This is an optimization exercise on Yosys and OpenROAD, whose aim is small area, not a production implementation.
At most, simulation tests tie the RTL to the original design; equivalence was not proved.
No driver is modelled on the clock port, so clocking that relies on it looks cheaper here than on a real chip.
Power figures rest on the tool's default switching activity, not on a simulated workload.

==> run a <==
==> flow/design.v (excerpt) <==
module top(
    input  clk     ,
    input  rst     ,
    input  btnU    ,
    input  btnD    ,
    input  btnL    ,
    input  btnR    ,
    output       Hsync   ,
    output       Vsync   ,
    output [3:0] vgaRed  ,
    output [3:0] vgaGreen,
    output [3:0] vgaBlue
);
==> module delay, before the edit <==
module delay (
    input  clk,
    input  rst_seen,
    input  btn,
    output delay_en
);
    localparam [15:0] TAPS = 16'h8040, R = 16'hE166, W = 16'h6166,
                      MASK = 16'hEFDF, P = 16'h5555, S1 = 16'hC2CC;
    reg  [15:0] q;
    wire [15:0] s = q ^ P;
    assign delay_en = ~rst_seen & ((s & MASK) == (W & MASK));
    wire fb = (^(s & TAPS)) ^ delay_en;
    always @(posedge clk) begin
        if (!btn)          q <= R ^ P;
        else if (rst_seen) q <= S1 ^ P;
        else               q <= {s[14:0], fb} ^ P;
    end
endmodule
==> module ball_tick, before the edit <==
module ball_tick (
    input  clk,
    input  rst,
    output tick
);
    localparam [12:0] TAPS = 13'h1004, R = 13'h0C40, W = 13'h1C40, MASK = 13'h1FF9;
    reg [12:0] s;
    assign tick = ((s & MASK) == (W & MASK));
    wire fb = (^(s & TAPS)) ^ tick;
    always @(posedge clk or posedge rst) begin
        if (rst) s <= R;
        else     s <= {s[11:0], fb};
    end
endmodule
export LEC_CHECK = 0
export CAP_MARGIN = 20
export CORE_MARGIN = 2
export CORE_UTILIZATION = 65
export PLACE_DENSITY = 0.75
export SLEW_MARGIN = 20
export SYNTH_HIERARCHICAL = 1
create_clock -name core_clock -period 11.0 [get_ports {clk}]
standard.sh (not shown) runs the stock make flow with config.mk's settings and CLKGATE_MAP_FILE= SYNTH_SCRIPT=/design/flow/synth_recipe.tcl, a recipe that flattens the netlist after the stock synthesis.
==> flow/flow/run.sh <==
#!/bin/bash
# The standard layout (the standard.sh: ORFS's make targets) with these
# layout choices:
# - after synthesis, combinational cells that ABC sized above drive 1 are
#   set back to drive 1 (flow/downsize.tcl); the flow's repair steps size
#   up again wherever slew, capacitance or timing need it
# - clock tree: ORFS's CTS step, run through flow/cts.py to allow up to 30
#   sinks per H-tree leaf (8 leaves instead of 16), with clkbuf_16 buffers
#   and no dummy loads; flow/post_cts.tcl then sets each leaf buffer to
#   clkbuf_8 where the estimated clock slew at its flip-flops stays low
# - port buffers: buf_1
# Synthesis, floorplan, power grid, taps, placement and routing are
# standard.sh unchanged. Each tool's output goes to a log file here.
set -e
export CTS_ARGS="-sink_clustering_enable -repair_clock_nets -root_buf sky130_fd_sc_hd__clkbuf_16 -buf_list sky130_fd_sc_hd__clkbuf_16 -dont_use_dummy_load"
export CTS_MAX_LEAF_SINKS=30
export POST_CTS_TCL=$PWD/flow/post_cts.tcl
export BUFFER_PORTS_ARGS="-buffer_cell sky130_fd_sc_hd__buf_1"
bash standard.sh synth > synth.log 2>&1
DS_ODB=orfs/results/$FLOW_PLATFORM/top/base/1_synth.odb \
  openroad -no_init -exit flow/downsize.tcl > downsize.log 2>&1
bash standard.sh place > place.log 2>&1
bash standard.sh run RUN_SCRIPT=$PWD/flow/cts.py RUN_LOG_NAME_STEM=4_1_cts > cts.log 2>&1
bash standard.sh > standard.log 2>&1
==> flow/flow/cts.py <==
# Runs ORFS's own CTS step (scripts/cts.tcl, with CTS_ARGS and POST_CTS_TCL
# from run.sh) after raising TritonCTS's limit on sinks per H-tree leaf from
# its default of 15, which has no Tcl option: with about 140 flip-flops the
# H-tree then stops one level earlier (8 leaf buffers instead of 16).
import os
from openroad import Design, Tech

tech = Tech()
design = Design(tech)
parms = design.getTritonCts().getParms()
parms.setNumMaxLeafSinks(int(os.environ.get("CTS_MAX_LEAF_SINKS", "30")))
print("CTS max leaf sinks:", parms.getNumMaxLeafSinks())
design.evalTclString("source $::env(SCRIPTS_DIR)/cts.tcl")
==> flow/flow/post_cts.tcl <==
estimate_parasitics -placement
set small_cell [get_lib_cells sky130_fd_sc_hd__clkbuf_8]
set big_cell [get_lib_cells sky130_fd_sc_hd__clkbuf_16]
proc worst_load_slew {inst} {
  set worst 0.0
  foreach opin [get_pins -of_objects $inst -filter "direction==output"] {
    foreach p [get_pins -of_objects [get_nets -of_objects $opin] -filter "direction==input"] {
      set s [get_property $p slew_max]
      if {$s > $worst} { set worst $s }
    }
  }
  return $worst
}
foreach inst [get_cells *] {
  if {[get_property $inst ref_name] ne "sky130_fd_sc_hd__clkbuf_16"} { continue }
  set ipin [get_pins -of_objects $inst -filter "direction==input"]
  if {[get_full_name [get_nets -of_objects $ipin]] eq "clk"} { continue }
  replace_cell $inst $small_cell
  estimate_parasitics -placement
  set s [worst_load_slew $inst]
  if {$s > 0.110} {
    replace_cell $inst $big_cell
    estimate_parasitics -placement
    puts "post_cts: [get_full_name $inst] stays clkbuf_16 (clkbuf_8 slew $s)"
  } else {
    puts "post_cts: [get_full_name $inst] -> clkbuf_8 (slew $s)"
  }
}
detailed_placement
check_placement -verbose
Other scripts of this flow, unchanged in this note and not shown: flow/flow/downsize.tcl
==> run b: changes against run a <==
--- a/flow/design.v
+++ b/flow/design.v
@@ -14,4 +14,4 @@
 );
-    localparam [15:0] TAPS = 16'h8040, R = 16'hE166, W = 16'h6166,
-                      MASK = 16'hEFDF, P = 16'h5555, S1 = 16'hC2CC;
+    localparam [15:0] TAPS = 16'hD008, R = 16'hC01C, W = 16'h401C,
+                      MASK = 16'hFFEF, P = 16'h5555, S1 = 16'h8039;
     reg  [15:0] q;
@@ -31,3 +31,3 @@
 );
-    localparam [12:0] TAPS = 13'h1004, R = 13'h0C40, W = 13'h1C40, MASK = 13'h1FF9;
+    localparam [12:0] TAPS = 13'h100D, R = 13'h11F9, W = 13'h01F9, MASK = 13'h1EF7;
     reg [12:0] s;
==> flow/flow/run.sh (replaced) <==
#!/bin/bash
# The standard layout (the standard.sh: ORFS synthesis to finish) with
# three layout choices:
# - after synthesis, combinational cells that ABC sized above drive 1 are
#   set back to drive 1 (flow/downsize.tcl); the flow's repair steps size
#   up again wherever slew, capacitance or timing need it
# - clock tree: clkbuf_8 buffers and no dummy loads at the leaves
# - port buffers: buf_1
# Synthesis, floorplan, power grid, taps, placement and routing are
# standard.sh unchanged. Each tool's output goes to a log file here.
set -e
export CTS_ARGS="-sink_clustering_enable -repair_clock_nets -buf_list sky130_fd_sc_hd__clkbuf_8 -dont_use_dummy_load"
export BUFFER_PORTS_ARGS="-buffer_cell sky130_fd_sc_hd__buf_1"
bash standard.sh synth > synth.log 2>&1
DS_ODB=orfs/results/$FLOW_PLATFORM/top/base/1_synth.odb \
  openroad -no_init -exit flow/downsize.tcl > downsize.log 2>&1
bash standard.sh > standard.log 2>&1
- CAP_MARGIN: 20 -> 0
- CORE_UTILIZATION: 65 -> 40
- PLACE_DENSITY: 0.75 -> not set
- SLEW_MARGIN: 20 -> 0
removed: flow/flow/cts.py
removed: flow/flow/post_cts.tcl
==> flow_summary.json <==
{
  "fmax_ghz": 0.108,
  "p_sw_uw": 173,
  "use_met3_pct": 3.01,
  "fin_worst_skew_ps": 14.1,
  "syn_inst": 882,
  "pre_cts_ws_ps": 1780,
  "placed_cell_area_mm2": 0.0103,
  "layout_common_cells": "fa_1 (172), nand2_1 (125), dfxtp_1 (87)",
  "status": "no timing/DRC/antenna violations",
  "period_minus_slack_ps": 9260,
  "hpwlAfterDp_mm": 15.8
}
(the above is from run a)
==> flow_summary.json <==
{
  "fmax_ghz": 0.110,
  "stdcell_count": 1224,
  "cts_buffers": 17,
  "fin_worst_skew_ps": 37.8,
  "status": "no timing/DRC/antenna violations",
  "wl_per_cell_um": 16.6,
  "hpwlAfterDp_mm": 16.0,
  "dieArea_mm2": 0.0269,
  "use_met3_pct": 2.63,
  "layout_common_cells": "fa_1 (172), nand2_1 (133), dfxtp_1 (87)",
  "placed_cell_area_mm2": 0.0106,
  "syn_inst": 888,
  "period_minus_slack_ps": 9100,
  "p_sw_uw": 245,
  "pre_cts_ws_ps": 1870
}
(the above is from run b)

---

==> inputs of branch xenon <==
Another version of the RTL of top (not shown whole).
clock: 11.0 ns
lec_check: 0
cap_margin: 20
core_margin: 2
core_utilization: 40
cts_buf_list: sky130_fd_sc_hd__clkbuf_8
slew_margin: 20
run.sh (not shown) runs the stock make flow with config.mk's settings and CLKGATE_MAP_FILE= SYNTH_SCRIPT=/design/flow/synth_recipe.tcl, a recipe that flattens the netlist after the stock synthesis.
Stock flow here: none of the scripts above is used.
==> inputs of branch willow, as changes to branch xenon <==
- CORE_UTILIZATION: 40 -> 75
- CTS_BUF_LIST: sky130_fd_sc_hd__clkbuf_8 -> not set
==> comparison table <==
| quantity | branch xenon | branch willow |
|---|---|---|
| Maximum VDD drop | 241 uV | 469 uV |
| Startpoint of the worst hold path | color_i.delay_i_u.q[4] | color_i.delay_i_u.q[5] |
| Fillers | 2656 | 820 |
| Clock skew | 0.0164 ns | 0.0234 ns |
| Run status | complete, no violations | complete, no violations |
| Die area | 29600 sq um | 16100 sq um |
| Worst hold slack after final layout | 0.360 ns | 0.368 ns |
| Clock distribution power | 437 uW | 575 uW |
| Sequential power | 702 uW | 707 uW |
| Switching share of power | 46.0% | 44.7% |
| Clock network area share | 3.37% | 4.82% |
| Seq pwr share | 18.4% | 17.8% |
| Vias after detailed routing | 6721 | 6969 |
| WP buf/inv | 7 | 8 |
| Post-layout power | 3800 uW | 3970 uW |
| Combinational group share of total power | 70.1% | 67.7% |
No run of this note included a check of the RTL's function; only the layout flow was run.

---

==> v9 <==
top with an RTL version that a note above also has.
export LEC_CHECK = 0
export CAP_MARGIN = 20
export CORE_MARGIN = 2
export CORE_UTILIZATION = 65
export PLACE_DENSITY = 0.75
export SLEW_MARGIN = 20
export SYNTH_HIERARCHICAL = 1
create_clock -name core_clock -period 11.0 [get_ports {clk}]
standard.sh (not shown) runs the stock make flow with config.mk's settings and CLKGATE_MAP_FILE= SYNTH_SCRIPT=/design/flow/synth_recipe.tcl, a recipe that flattens the netlist after the stock synthesis.
==> flow/flow/run.sh <==
#!/bin/bash
# The standard layout (the standard.sh: ORFS's make targets) with these
# layout choices:
# - after synthesis, combinational cells that ABC sized above drive 1 are
#   set back to drive 1 (flow/downsize.tcl); the flow's repair steps size
#   up again wherever slew, capacitance or timing need it
# - clock tree: ORFS's CTS step, run through flow/cts.py to allow up to 30
#   sinks per H-tree leaf (8 leaves instead of 16), with clkbuf_16 buffers
#   and no dummy loads; flow/post_cts.tcl then sets each leaf buffer to
#   clkbuf_8 where the estimated clock slew at its flip-flops stays low
# - port buffers: buf_1
# Synthesis, floorplan, power grid, taps, placement and routing are
# standard.sh unchanged. Each tool's output goes to a log file here.
set -e
export CTS_ARGS="-sink_clustering_enable -repair_clock_nets -root_buf sky130_fd_sc_hd__clkbuf_16 -buf_list sky130_fd_sc_hd__clkbuf_16 -dont_use_dummy_load"
export CTS_MAX_LEAF_SINKS=30
export POST_CTS_TCL=$PWD/flow/post_cts.tcl
export BUFFER_PORTS_ARGS="-buffer_cell sky130_fd_sc_hd__buf_1"
bash standard.sh synth > synth.log 2>&1
DS_ODB=orfs/results/$FLOW_PLATFORM/top/base/1_synth.odb \
  openroad -no_init -exit flow/downsize.tcl > downsize.log 2>&1
bash standard.sh place > place.log 2>&1
bash standard.sh run RUN_SCRIPT=$PWD/flow/cts.py RUN_LOG_NAME_STEM=4_1_cts > cts.log 2>&1
bash standard.sh > standard.log 2>&1
==> flow/flow/cts.py <==
# Runs ORFS's own CTS step (scripts/cts.tcl, with CTS_ARGS and POST_CTS_TCL
# from run.sh) after raising TritonCTS's limit on sinks per H-tree leaf from
# its default of 15, which has no Tcl option: with about 140 flip-flops the
# H-tree then stops one level earlier (8 leaf buffers instead of 16).
import os
from openroad import Design, Tech

tech = Tech()
design = Design(tech)
parms = design.getTritonCts().getParms()
parms.setNumMaxLeafSinks(int(os.environ.get("CTS_MAX_LEAF_SINKS", "30")))
print("CTS max leaf sinks:", parms.getNumMaxLeafSinks())
design.evalTclString("source $::env(SCRIPTS_DIR)/cts.tcl")
==> flow/flow/post_cts.tcl <==
estimate_parasitics -placement
set small_cell [get_lib_cells sky130_fd_sc_hd__clkbuf_8]
set big_cell [get_lib_cells sky130_fd_sc_hd__clkbuf_16]
proc worst_load_slew {inst} {
  set worst 0.0
  foreach opin [get_pins -of_objects $inst -filter "direction==output"] {
    foreach p [get_pins -of_objects [get_nets -of_objects $opin] -filter "direction==input"] {
      set s [get_property $p slew_max]
      if {$s > $worst} { set worst $s }
    }
  }
  return $worst
}
foreach inst [get_cells *] {
  if {[get_property $inst ref_name] ne "sky130_fd_sc_hd__clkbuf_16"} { continue }
  set ipin [get_pins -of_objects $inst -filter "direction==input"]
  if {[get_full_name [get_nets -of_objects $ipin]] eq "clk"} { continue }
  replace_cell $inst $small_cell
  estimate_parasitics -placement
  set s [worst_load_slew $inst]
  if {$s > 0.120} {
    replace_cell $inst $big_cell
    estimate_parasitics -placement
    puts "post_cts: [get_full_name $inst] stays clkbuf_16 (clkbuf_8 slew $s)"
  } else {
    puts "post_cts: [get_full_name $inst] -> clkbuf_8 (slew $s)"
  }
}
detailed_placement
check_placement -verbose
Other scripts of this flow, unchanged in this note and not shown: flow/flow/downsize.tcl
==> v12: changes against v9 <==
==> flow/flow/run.sh (replaced) <==
#!/bin/bash
# The standard layout (the standard.sh: ORFS synthesis to finish) with
# these layout choices:
# - after synthesis, combinational cells that ABC sized above drive 1 are
#   set back to drive 1 (flow/downsize.tcl); the flow's repair steps size
#   up again wherever slew, capacitance or timing need it
# - clock tree: ORFS's CTS step run through flow/cts.py, with clkbuf_8
#   buffers, no dummy loads at the leaves and up to 30 sinks per H-tree leaf
# - port buffers: buf_1
# Synthesis, floorplan, power grid, taps, placement and routing are
# standard.sh unchanged. Each tool's output goes to a log file here.
set -e
export CTS_ARGS="-sink_clustering_enable -repair_clock_nets -root_buf sky130_fd_sc_hd__clkbuf_16 -tree_buf sky130_fd_sc_hd__clkbuf_8 -buf_list sky130_fd_sc_hd__clkbuf_8 -dont_use_dummy_load"
export BUFFER_PORTS_ARGS="-buffer_cell sky130_fd_sc_hd__buf_1"
export CTS_MAX_LEAF_SINKS=30
bash standard.sh synth > synth.log 2>&1
DS_ODB=orfs/results/$FLOW_PLATFORM/top/base/1_synth.odb \
  openroad -no_init -exit flow/downsize.tcl > downsize.log 2>&1
bash standard.sh place > place.log 2>&1
bash standard.sh run RUN_SCRIPT=$PWD/flow/cts.py RUN_LOG_NAME_STEM=4_1_cts > cts.log 2>&1
bash standard.sh > standard.log 2>&1
==> flow/flow/cts.py (replaced) <==
# Runs ORFS's own CTS step (scripts/cts.tcl, with CTS_ARGS from run.sh)
# after raising TritonCTS's limit on sinks per H-tree leaf from its default
# of 15, which has no Tcl option: with about 140 flip-flops the H-tree then
# stops one level earlier (8 leaf buffers instead of 16).
import os
from openroad import Design, Tech

tech = Tech()
design = Design(tech)
parms = design.getTritonCts().getParms()
parms.setNumMaxLeafSinks(int(os.environ.get("CTS_MAX_LEAF_SINKS", "30")))
print("CTS max leaf sinks:", parms.getNumMaxLeafSinks())
design.evalTclString("source $::env(SCRIPTS_DIR)/cts.tcl")
CORE_UTILIZATION = 75   (was 65)
PLACE_DENSITY = 0.85   (was 0.75)
removed: flow/flow/post_cts.tcl
==> qor summary <==
quantity                                                                         v9             v12
Core ar.                                                                  15300 µm²       13200 µm²
Leakage power summed over all cells                                         4.57 nW         4.60 nW
X dimension of the die                                                       129 µm          120 µm
Total wire length                                                           20.0 mm         20.8 mm
Minimum clock period                                                        9.26 ns         9.05 ns
Area of the multi-input gates                                              6650 µm²        6670 µm²
Run status                                                           finished clean  finished clean
Met1 routed wirelength after detailed routing                               8.48 mm         8.26 mm
First-pass GRT wire length                                                  35.0 mm         36.1 mm
Setup slack of the most critical reg-to-reg path                            1.74 ns         1.95 ns
Share of final-layout standard cells stronger than drive strength 1           1.94%           1.94%
Later-pin clock latency in the skew report                                  0.35 ns         0.37 ns
Switching power as a share of total power                                     21.1%           21.0%
DR vias                                                                        6295            6577

==> what the ideal ports hide <==
Ports are ideal in the flow. The routed layouts listed here were re-timed in OpenROAD.
Step 1: set_driving_cell puts a clkbuf_16 on clk and a buf_2 on each other input, an assumption about the parent block.
Step 2 moves the port delays by t, midway between the first and last clock arrival at a register: inputs arrive t later, outputs are due t later. That takes back most of the time a late clock gives input paths.
a / b / c = ideal / step 1 / step 2; a / b = the first two.
| run | shift t [ns] | setup WS [ns] | latest minus earliest clock arrival (ns) |
|---|---|---|---|
| run a | 0.383 | 1.743 / 1.743 / 1.743 | 0.014 / 0.014 |
| run b | 0.466 | 1.897 / 1.897 / 1.897 | 0.038 / 0.038 |
| branch xenon | 0.487 | 1.698 / 1.698 / 1.698 | 0.025 / 0.025 |
| branch willow | 0.471 | 1.700 / 1.700 / 1.700 | 0.023 / 0.024 |
| v9 | 0.383 | 1.743 / 1.743 / 1.743 | 0.014 / 0.014 |
| v12 | 0.398 | 1.954 / 1.954 / 1.954 | 0.022 / 0.022 |
After both steps setup and hold are still met in every run listed.
